Context: an optimization exercise on an open-source flow, tuned for small area, a short achievable clock period and few clock cycles per item. The choices shown serve that exercise and are no tape-out recipe.
Where RTL was checked, it was by simulation tests only, not by an equivalence proof against the original.
No activity file was given, so power comes from the tool's default toggle rates.

== job 4164 ==
// alu
module alu(
	output reg[15:0] data_out,
	output reg       valid_out,
	output reg       cmd_out,
	input [15:0]     data_in,
	input            valid_in,
	input            cmd_in,
	output reg       amm_read,
	output reg[7:0]  amm_address,
	input [7:0]      amm_readdata,
	input            amm_waitrequest,
	input [1:0]      amm_response,
	input clk,
	input rst_n
	);
==> flow/config.mk <==
export PLATFORM = sky130hd
export DESIGN_NAME = alu
export DESIGN_NICKNAME = alu
export VERILOG_FILES = /design/flow/design.v
export SDC_FILE = /design/flow/constraint.sdc
export NUM_CORES = 4
export LEC_CHECK = 0
export ABC_CLOCK_PERIOD_IN_PS = 1800
export CAP_MARGIN = 20
export CORE_MARGIN = 2
export CORE_UTILIZATION = 75
export CTS_CLUSTER_DIAMETER = 60
export CTS_CLUSTER_SIZE = 24
export SETUP_SLACK_MARGIN = 3.0
export SLEW_MARGIN = 20
==> flow/constraint.sdc <==
create_clock -name core_clock -period 5.0 [get_ports {clk}]
set_input_delay 1.0000 -clock core_clock [delete_from_list [all_inputs] [get_ports {clk}]]
set_output_delay 1.0000 -clock core_clock [all_outputs]
set_load 0.01 [all_outputs]
standard.sh (not shown) runs the stock make flow with config.mk's settings and CLKGATE_MAP_FILE= SYNTH_SCRIPT=/design/flow/synth_recipe.tcl, a recipe that flattens the netlist after the stock synthesis.
==> flow/flow/run.sh <==
#!/bin/bash
# The standard layout (standard.sh), with synthesis changed in two ways:
# adders are left to ABC as plain logic (no full/half-adder cells, ADDER_MAP_FILE
# empty), and ABC maps with its own script (flow/synth.tcl). Registers and their
# names are those of the standard synthesis. Ports are buffered, as in the
# standard flow, but with buf_4 cells rather than the delay buffer that
# buffer_ports picks by default.
set -euo pipefail
here=$(pwd)

ports="BUFFER_PORTS_ARGS=-buffer_cell sky130_fd_sc_hd__buf_4"
bash standard.sh synth SYNTH_SCRIPT="$here/flow/synth.tcl" ADDER_MAP_FILE= "$ports" > "$here/synth.log" 2>&1
bash standard.sh finish SYNTH_SCRIPT="$here/flow/synth.tcl" ADDER_MAP_FILE= "$ports" > "$here/layout.log" 2>&1
test -f "$here/out/final.def"
==> flow/flow/synth.tcl <==
# The standard flow's synthesis script (synth_recipe.tcl), with one change: ABC maps with a
# script that maps with SAT-based area-oriented matching (&nf -a) and pin permutation.
proc synth {args} { yosys synth -nofsm -noshare {*}$args }
proc abc {args} {
  set i [lsearch -exact $args -script]
  if {$i >= 0} {
    set s "+&get -n;&st;&dch;&nf -a -p;&put;buffer -c;topo;stime -c;upsize -c;dnsize -c"
    set args [lreplace $args $i [expr {$i + 1}] -script $s]
  }
  yosys abc {*}$args
}
source $::env(SCRIPTS_DIR)/synth.tcl
# left out here: clear keep_hierarchy, flatten, clean up, hide names made inside functions, write 1_2_yosys.v
## Diff of input files: job 1062 against job 4164
- CORE_UTILIZATION: 75 -> 60
==> run summary <==
Job 1062 went all the way through the flow, and no timing, DRC or antenna check failed.
The clock network fraction of design power in job 1062 was higher than what job 4164 gave.
The run showing the smaller normalized max-slew margin is job 4164.
Comparing job 1062 and job 4164, number of buffer and inverter instances along the worst setup path is higher on job 4164.
NOTE overall routed net length job 4164->job 1062 decreased by a few percent
Side by side, first-pass iteration count of the detailed router turned out lower in job 1062 than in job 4164.
No run of this note included a check of the RTL's function; only the layout flow was run.

Another version of the RTL of alu (not shown whole).
For scale: ~620 flip-flops, roughly 58 I/O pins, roughly 27000 sq um of cells after synthesis.
export LEC_CHECK = 0
export ABC_CLOCK_PERIOD_IN_PS = 1800
export CAP_MARGIN = 20
export CORE_MARGIN = 2
export CORE_UTILIZATION = 60
export CTS_CLUSTER_DIAMETER = 60
export CTS_CLUSTER_SIZE = 24
export SETUP_SLACK_MARGIN = 3.0
export SLEW_MARGIN = 20
create_clock -name core_clock -period 5.0 [get_ports {clk}]
Scripts as last shown in full above: flow/flow/run.sh, flow/flow/synth.tcl
The baseline finished with timing, DRC and antenna clean.
Testbench counts at the start, summed over its fixed seeds: cycles 34,374, items 2,000.
==> next run, changes <==
--- a/flow/config.mk
+++ b/flow/config.mk
@@ -11 +11 @@
-export CORE_UTILIZATION = 60
+export CORE_UTILIZATION = 40
Outcome:
- The new run ran to the end with no violations
- die area rose by well over a third
- final area increases slightly
- count of clock-buffer cells in the layout went up by 4
- via count went up slightly
- maximum frequency came out lower slightly
- global-route usage falls by 7.0 points
==> next run, changes <==
--- a/flow/config.mk
+++ b/flow/config.mk
@@ -14 +14 @@
-export SETUP_SLACK_MARGIN = 3.0
+export SETUP_SLACK_MARGIN = 2.85
Area after synthesis does not change; clock skew drops by 0.011 ns; power drops by about 3%.

nickel:
alu, a different RTL version from the one above (not shown whole).
For scale: roughly 2400 cells after synthesis, roughly 620 flip-flops, about 58 I/O pins, about 27000 um^2 of cells after synthesis.
==> flow/config.mk <==
export PLATFORM = sky130hd
export DESIGN_NAME = alu
export DESIGN_NICKNAME = alu
export VERILOG_FILES = /design/flow/design.v
export SDC_FILE = /design/flow/constraint.sdc
export NUM_CORES = 4
export LEC_CHECK = 0
export ABC_CLOCK_PERIOD_IN_PS = 1800
export CAP_MARGIN = 20
export CORE_MARGIN = 2
export CORE_UTILIZATION = 60
export CTS_BUF_LIST = sky130_fd_sc_hd__clkbuf_4 sky130_fd_sc_hd__clkbuf_8 sky130_fd_sc_hd__clkbuf_16
export CTS_CLUSTER_DIAMETER = 60
export CTS_CLUSTER_SIZE = 24
export SETUP_SLACK_MARGIN = 2.9
export SLEW_MARGIN = 20
==> flow/constraint.sdc <==
create_clock -name core_clock -period 5.0 [get_ports {clk}]
set_input_delay 1.0000 -clock core_clock [delete_from_list [all_inputs] [get_ports {clk}]]
set_output_delay 1.0000 -clock core_clock [all_outputs]
set_load 0.01 [all_outputs]
Scripts as last shown in full above: flow/flow/run.sh, flow/flow/synth.tcl
Testbench counts of nickel, summed over its fixed seeds: cycles 34,374, items 2,000.
### nickel -> harbor
Settings: CTS_BUF_LIST removed (was sky130_fd_sc_hd__clkbuf_4 sky130_fd_sc_hd__clkbuf_8 sky130_fd_sc_hd__clkbuf_16); SETUP_SLACK_MARGIN changed from 2.9 to 3.0; CTS_CLUSTER_DIAMETER changed from 60 to 50; CTS_CLUSTER_SIZE changed from 24 to 32.
[summary]
harbor vs nickel: first-pass GRT wire length up. Run comparison: harbor kind of critical path reg -> out; nickel kind of critical path in -> reg. On count of fill cells added during filler insertion: harbor sits below nickel. Comparing harbor and nickel, the lower detailed-route wire length was measured on nickel.

rev 12:
The RTL this note starts from:
==> flow/design.v <==
module alu(
	output reg[15:0] data_out,
	output reg       valid_out,
	output reg       cmd_out,
	input [15:0]     data_in,
	input            valid_in,
	input            cmd_in,
	output reg       amm_read,
	output reg[7:0]  amm_address,
	input [7:0]      amm_readdata,
	input            amm_waitrequest,
	input [1:0]      amm_response,
	input clk,
	input rst_n
	);
	localparam D = 62;               
	reg        busy;                 
	reg        rx;                   
	reg        last;                 
	reg [5:0]  rem;                  
	reg        idx0, idx1;           
	reg [3:0]  op;
	reg        ee;                   
	reg        err;                  
	reg        dly;                  
	reg        pay;                  
	reg        b_mem;                
	reg        b_iss;                
	reg        b_i1;                 
	reg [7:0]  b_val;
	reg [7:0]  stk [0:D-1];
	reg [5:0]  cnt;
	reg        pop;                  
	reg        infl_i1;              
	reg [7:0]  addr_n;               
	reg [7:0]  v0r, v1r;             
	reg        v1big;                
	reg [7:0]  vbg, vrg;             
	reg [11:0] ures;                 
	reg [11:0] acc;
	wire o_and = (op == 4'd1);
	wire o_or  = (op == 4'd2);
	wire o_xor = (op == 4'd3);
	wire o_log = o_and || o_or || o_xor;
	wire o_not = (op == 4'd4);
	wire o_inc = (op == 4'd5);
	wire o_dec = (op == 4'd6);
	wire o_neg = (op == 4'd7);
	wire o_shr = (op == 4'd8);
	wire o_shl = (op == 4'd9);
	wire o_fast = o_log || o_not;        
	wire idle    = !busy && !dly && !(valid_out && cmd_out);
	wire hdr_in  = idle && valid_in && cmd_in;
	wire beat_in = busy && rx && valid_in;
	wire imm_now = beat_in && !(data_in[8] && !ee);    
	wire [3:0] h_op = data_in[11:8];
	wire [5:0] h_n  = data_in[5:0];
	wire h_ee = (h_n == 6'd0) || (h_op >= 4'd10) ||
	            (h_op[3:2] == 2'b01 && h_n != 6'd1) ||
	            (h_op[3:1] == 3'b100 && h_n != 6'd2);
	wire done_rd  = amm_read && !amm_waitrequest;
	wire rsp_err  = done_rd && (amm_response != 2'b00);
	wire err_n    = err || rsp_err;
	wire push     = b_mem && !b_iss && !err;
	wire head_ok  = (cnt != 6'd0) && !pop;
	wire new_mem  = beat_in && data_in[8] && !ee;
	wire port_free = !amm_read || !amm_waitrequest;
	wire can_iss   = busy && port_free && !err_n;
	wire src_b     = push;
	wire src_e     = !push && head_ok;
	wire src_d     = !push && !head_ok && new_mem;
	wire issue     = can_iss && (src_b || src_e || src_d);
	wire hold_a    = amm_read && amm_waitrequest;
	wire [7:0] addr_next = src_b ? b_val : (src_e ? stk[0] : data_in[7:0]);
	wire waiting   = push || head_ok || new_mem;
	wire reads_done = err_n || (!(amm_read && amm_waitrequest) && !waiting);
	wire beats_done = !rx || (last && valid_in);
	wire respond    = busy && beats_done && reads_done;
	wire hdr_go     = (respond && o_fast) || dly;
	wire [11:0] sum   = acc + {4'h0, vbg} + {4'h0, vrg};
	wire [7:0]  a_or  = acc[7:0] | vbg | vrg;
	wire [7:0]  a_xor = acc[7:0] ^ vbg ^ vrg;
	wire [7:0]  a_log = o_xor ? a_xor : a_or;
	wire [11:0] acc_n = o_log ? {4'h0, a_log} : sum;
	wire [7:0] x0 = v0r;
	wire [7:0] x1 = v1r;
	reg  [7:0] x_all1, x_any1;             
	integer j;
	always @(*) begin
		x_all1[0] = 1'b1;
		x_any1[0] = 1'b0;
		for (j = 1; j < 8; j = j + 1) begin
			x_all1[j] = x_all1[j-1] & x0[j-1];
			x_any1[j] = x_any1[j-1] | x0[j-1];
		end
	end
	wire [11:0] x_inc = {3'h0, x_all1[7] & x0[7], x0 ^ x_all1};
	wire [11:0] x_dec = {{4{!(x_any1[7] | x0[7])}}, x0 ^ ~x_any1};
	wire [7:0]  x_neg = x0 ^ x_any1;
	wire [7:0]  x_shr = v1big ? 8'h00 : x0 >> x1[2:0];
	wire [7:0]  x_shl = v1big ? 8'h00 : x0 << x1[2:0];
	wire [11:0] ures_n = {4'h0, ({8{o_not}} & ~x0) | ({8{o_neg}} & x_neg) |
	                            ({8{o_shr}} & x_shr) | ({8{o_shl}} & x_shl)} |
	                     ({12{o_inc}} & x_inc) | ({12{o_dec}} & x_dec);
	wire [11:0] res = o_log ? {4'h0, a_log ^ {8{o_and}}} : o_not ? {4'h0, ~v0r} :
	                  (op[3] || op[2]) ? ures : acc;
	integer k;
	always @(posedge clk) begin
		if (push) begin
			stk[0] <= b_val;
			if (!pop)
				for (k = 1; k < D; k = k + 1) stk[k] <= stk[k-1];
		end
		else if (pop) begin
			for (k = 0; k < D-1; k = k + 1) stk[k] <= stk[k+1];
		end
		b_val <= data_in[7:0];
		b_i1  <= idx1;
		v0r   <= (imm_now && idx0) ? data_in[7:0] : (done_rd && !infl_i1) ? amm_readdata : v0r;
		v1r   <= (imm_now && idx1) ? data_in[7:0] : (done_rd &&  infl_i1) ? amm_readdata : v1r;
		v1big <= (imm_now && idx1) ? |data_in[7:3] : (done_rd &&  infl_i1) ? |amm_readdata[7:3] : v1big;
		ures  <= ures_n;
		data_out <= (valid_out && cmd_out) ? (err ? 16'h0bad : {4'h0, res})
		                                   : {11'h0, err_n, op};
		amm_address <= hold_a ? ~addr_n : addr_next;
		addr_n      <= hold_a ? addr_n : ~addr_next;
		if (!hold_a)
			infl_i1 <= src_b ? b_i1 : (src_e ? 1'b1 : idx1);
		if (!rst_n) begin
			busy      <= 1'b0;
			rx        <= 1'b0;
			last      <= 1'b0;
			rem       <= 6'd0;
			idx0      <= 1'b0;
			idx1      <= 1'b0;
			op        <= 4'd0;
			ee        <= 1'b0;
			err       <= 1'b0;
			b_mem     <= 1'b0;
			b_iss     <= 1'b0;
			cnt       <= 6'd0;
			pop       <= 1'b0;
			acc       <= 12'd0;
			amm_read  <= 1'b0;
			valid_out <= 1'b0;
			cmd_out   <= 1'b0;
			dly       <= 1'b0;
			pay       <= 1'b0;
			vbg       <= 8'h00;
			vrg       <= 8'h00;
		end
		else begin
			if (hdr_in) begin
				busy <= 1'b1;
				rx   <= (h_n != 6'd0);
				last <= (h_n == 6'd1);
				rem  <= h_n;
				idx0 <= 1'b1;
				idx1 <= 1'b0;
				op   <= h_op;
				ee   <= h_ee;
				err  <= h_ee;
			end
			else
				err <= err_n;
			acc <= pay ? 12'h000 : acc_n;
			pay <= cmd_out;
			vbg <= imm_now ? data_in[7:0] ^ {8{o_and}} : 8'h00;
			vrg <= done_rd ? amm_readdata ^ {8{o_and}} : 8'h00;
			if (beat_in) begin
				rem  <= rem - 6'd1;
				last <= (rem == 6'd2);
				rx   <= !last;
				idx0 <= 1'b0;
				idx1 <= idx0;
			end
			b_mem <= new_mem;
			b_iss <= issue && src_d;
			cnt <= err ? 6'd0 : cnt + {5'd0, push} - {5'd0, pop};
			pop <= issue && !src_d;
			amm_read <= (amm_read && amm_waitrequest) || issue;
			if (respond) busy <= 1'b0;
			dly       <= respond && !o_fast;
			valid_out <= hdr_go || (valid_out && cmd_out);
			cmd_out   <= hdr_go;
		end
	end
endmodule
export LEC_CHECK = 0
export ABC_CLOCK_PERIOD_IN_PS = 1800
export CAP_MARGIN = 20
export CORE_MARGIN = 2
export CORE_UTILIZATION = 60
export CTS_CLUSTER_DIAMETER = 60
export CTS_CLUSTER_SIZE = 24
export SETUP_SLACK_MARGIN = 2.95
export SLEW_MARGIN = 20
create_clock -name core_clock -period 5.0 [get_ports {clk}]
Scripts as last shown in full above: flow/flow/run.sh, flow/flow/synth.tcl
Rev 12 went all the way through the flow, and no timing, DRC or antenna check failed.
Testbench counts of rev 12, summed over its fixed seeds: cycles 34,374, items 2,000.
The following lists how rev 13 was set up differently from rev 12:
-- flow/flow/synth.tcl --
<<< rev 12, line 2
# script that maps with SAT-based area-oriented matching (&nf -a) and pin permutation.
>>> rev 13, line 2
# script that maps with SAT-based area-oriented matching (&nf -a) and pin permutation,
# leaving buffering and sizing to the placement-aware repair steps.
<<< rev 12, line 7
    set s "+&get -n;&st;&dch;&nf -a -p;&put;buffer -c;topo;stime -c;upsize -c;dnsize -c"
>>> rev 13, line 8
    set s "+&get -n;&st;&dch;&nf -a -p;&put;topo;stime -c"
-- flow/config.mk --
<<< rev 12, line 14
export SETUP_SLACK_MARGIN = 2.95
>>> rev 13, line 14
export SETUP_SLACK_MARGIN = 2.9
### Flow results
- Run comparison: rev 13 start-to-end type of the worst setup path primary input to flip-flop; rev 12 start-to-end type of the worst setup path flip-flop to output port
- Compared with rev 12, in rev 13 post-layout utilization of the core climbed 1.8 points, filler-free cell count of the finished design dropped about 2.3%, fraction of standard cell area that is sequential climbed 0.49 points, clock tree buffer count of the final layout dropped about 8%.
- Rev 13 -> rev 12: area occupied by registers flat

run 1:
RTL: the design.v shown in full above, as it stands there.
export LEC_CHECK = 0
export ABC_CLOCK_PERIOD_IN_PS = 1800
export CAP_MARGIN = 20
export CORE_MARGIN = 2
export CORE_UTILIZATION = 66
export CTS_CLUSTER_DIAMETER = 60
export CTS_CLUSTER_SIZE = 24
export SETUP_SLACK_MARGIN = 2.9
export SLEW_MARGIN = 20
create_clock -name core_clock -period 5.0 [get_ports {clk}]
==> flow/flow/synth.tcl <==
# The standard flow's synthesis script (synth_recipe.tcl), with one change: ABC maps with a
# script that maps with SAT-based area-oriented matching (&nf -a) and pin permutation.
proc synth {args} { yosys synth -nofsm -noshare {*}$args }
proc abc {args} {
  set i [lsearch -exact $args -script]
  if {$i >= 0} {
    set s "+&get -n;&st;&dch;&nf -a -p;&put;buffer -c;topo;stime -c;upsize -c;dnsize -c"
    set args [lreplace $args $i [expr {$i + 1}] -script $s]
  }
  yosys abc {*}$args
}
source $::env(SCRIPTS_DIR)/synth.tcl
# left out here: clear keep_hierarchy, flatten, clean up, hide names made inside functions, write 1_2_yosys.v
Scripts as last shown in full above: flow/flow/run.sh
Testbench counts of run 1, summed over its fixed seeds: cycles 34,374, items 2,000.
## Diff of input files: run 2 against run 1
- swapping 60 for 40 in CTS_CLUSTER_DIAMETER
- putting CTS_BUF_LIST at sky130_fd_sc_hd__clkbuf_8 where nothing was set
- swapping 66 for 60 in CORE_UTILIZATION
- swapping 24 for 16 in CTS_CLUSTER_SIZE
Results
- Per the comparison of run 2 with run 1, maximum clock skew at final layout now sits higher; power now sits higher; global-route wire length before repair now sits at about the same level; combinational power share now sits lower.
- Looking at cell count of the worst reg-to-reg path across run 2 and run 1, the one that comes out lower is run 2.
- Compared with run 1, in run 2 detailed-routed wire length on met2 now smaller, floorplan die width now larger, slack of the critical path comparable.
- The fraction of final layout cells with drive strength greater than 1 number comes out higher for run 2 vs run 1.
--- input diff run 2..run 3 ---
- CTS_CLUSTER_SIZE changed from 16 to 24
- CTS_CLUSTER_DIAMETER changed from 40 to 60
- CTS_BUF_LIST removed (was sky130_fd_sc_hd__clkbuf_8)
-- flow/flow/synth.tcl --
<<< run 2, line 6
  if {$i >= 0} {
    set s "+&get -n;&st;&dch;&nf -a -p;&put;buffer -c;topo;stime -c;upsize -c;dnsize -c"
    set args [lreplace $args $i [expr {$i + 1}] -script $s]
>>> run 3, line 6
  if {$i >= 0} {
    set s "+&get -n;&st;&syn2;&if -g -K 6;&synch2;&dch;&nf -R 0 -F 1;&put;buffer -c;topo;stime -c;upsize -c;dnsize -c"
    set args [lreplace $args $i [expr {$i + 1}] -script $s]
Results
Re arrival time at the worst endpoint: run 2 and run 3 aren't equal, and the lower value belongs to run 2.
The share of cell area taken by flip-flops and latches in run 3 sits 0.47 points above the value recorded for run 2.
From run 2 to run 3 the numbers moved as follows: clock power share increased 2.2 points, switching share of power now smaller, sequential power now smaller, combinational power now smaller.
Synthesized cell count: run 2 and run 3 compared, higher one is run 2
Row die area: run 3 higher / run 2 lower
On post-route total power: between run 2 and run 3, it ends up higher for run 2.
Of run 2 and run 3, the higher total stage count of the critical path belongs to run 3.
## Diff of input files: run 4 against run 3
-- flow/flow/synth.tcl --
<<< run 3, line 6
  if {$i >= 0} {
    set s "+&get -n;&st;&syn2;&if -g -K 6;&synch2;&dch;&nf -R 0 -F 1;&put;buffer -c;topo;stime -c;upsize -c;dnsize -c"
    set args [lreplace $args $i [expr {$i + 1}] -script $s]
>>> run 4, line 6
  if {$i >= 0} {
    set s "+&get -n;&st;&dch;&nf -a -p;&put;buffer -c;topo;stime -c;upsize -c;dnsize -c"
    set args [lreplace $args $i [expr {$i + 1}] -script $s]
Findings:
Per the final summary, run 4 finished and its layout is clean on timing, DRC and antenna. Sort run 4 and run 3 by setup slack after layout asc -> top: run 3. Going from run 3 to run 4, global-route usage shrinks by 1.4 points. Number of vias per cell | run 4 below run 3. Run 4 gives less period utilization than run 3 did. Looking at total length of routed wires across run 4 and run 3, the one that comes out lower is run 4. Taking run 4 as 1.0, run 3 lands at 1.08 on HPWL reported at the end of detailed placement. Re amount of wire on met3 after detailed routing: run 3 was higher than run 4. Between run 4 and run 3, the clock skew is higher for run 3. Run 4 — required time of the worst setup path 30 ps lower, run 3 as reference. The number of ordinary and repair buffers in the finished layout reported for run 4 is smaller than that of run 3 by 8.6%.

[afterwards: timing with drivers on the ports]
The results above use ideal ports. As a check the final layouts listed here were re-extracted and re-timed, cells and wires unchanged.
Step 1 assumes that a clkbuf_16 drives the clock port and a buf_2 every other input.
Step 2 adds t to the input delays and takes it off the output delays; t is the mean of the earliest and latest rising clock arrival at the registers after step 1. Input paths then give back, and output paths get back, about the clock's delay inside the block.
a / b / c = ideal ports / drivers / drivers and shift; a / b = the first two.
run	t, ns	slack for setup (ns)	latest minus earliest clock arrival (ns)	worst slew at a driven data input, ns
job 4164	0.617	2.752 / 2.752 / 2.434	0.028 / 0.028	0.05
job 1062	0.633	2.915 / 2.905 / 2.396	0.022 / 0.022	0.07
the first run of note 2	0.615	2.938 / 2.884 / 2.410	0.030 / 0.029	0.06
the second run of note 2	0.647	2.913 / 2.878 / 2.490	0.037 / 0.037	0.06
the third run of note 2	0.647	2.890 / 2.855 / 2.329	0.034 / 0.033	0.05
nickel	0.627	2.917 / 2.884 / 2.311	0.020 / 0.020	0.04
harbor	0.651	2.911 / 2.855 / 2.364	0.021 / 0.021	0.07
rev 12	0.633	2.919 / 2.863 / 2.347	0.021 / 0.021	0.04
rev 13	0.628	2.886 / 2.876 / 2.290	0.031 / 0.032	0.04
run 1	0.622	2.844 / 2.850 / 2.228	0.021 / 0.022	0.06
run 2	0.704	2.843 / 2.790 / 2.333	0.057 / 0.058	0.04
run 3	0.630	2.724 / 2.724 / 2.398	0.030 / 0.030	0.04
run 4	0.627	2.918 / 2.884 / 2.312	0.020 / 0.020	0.04
After both steps setup and hold are still met in every run listed. The setup slack of run 1, which loses most, moves by +0.006 ns with the drivers and by -0.616 ns with both steps.
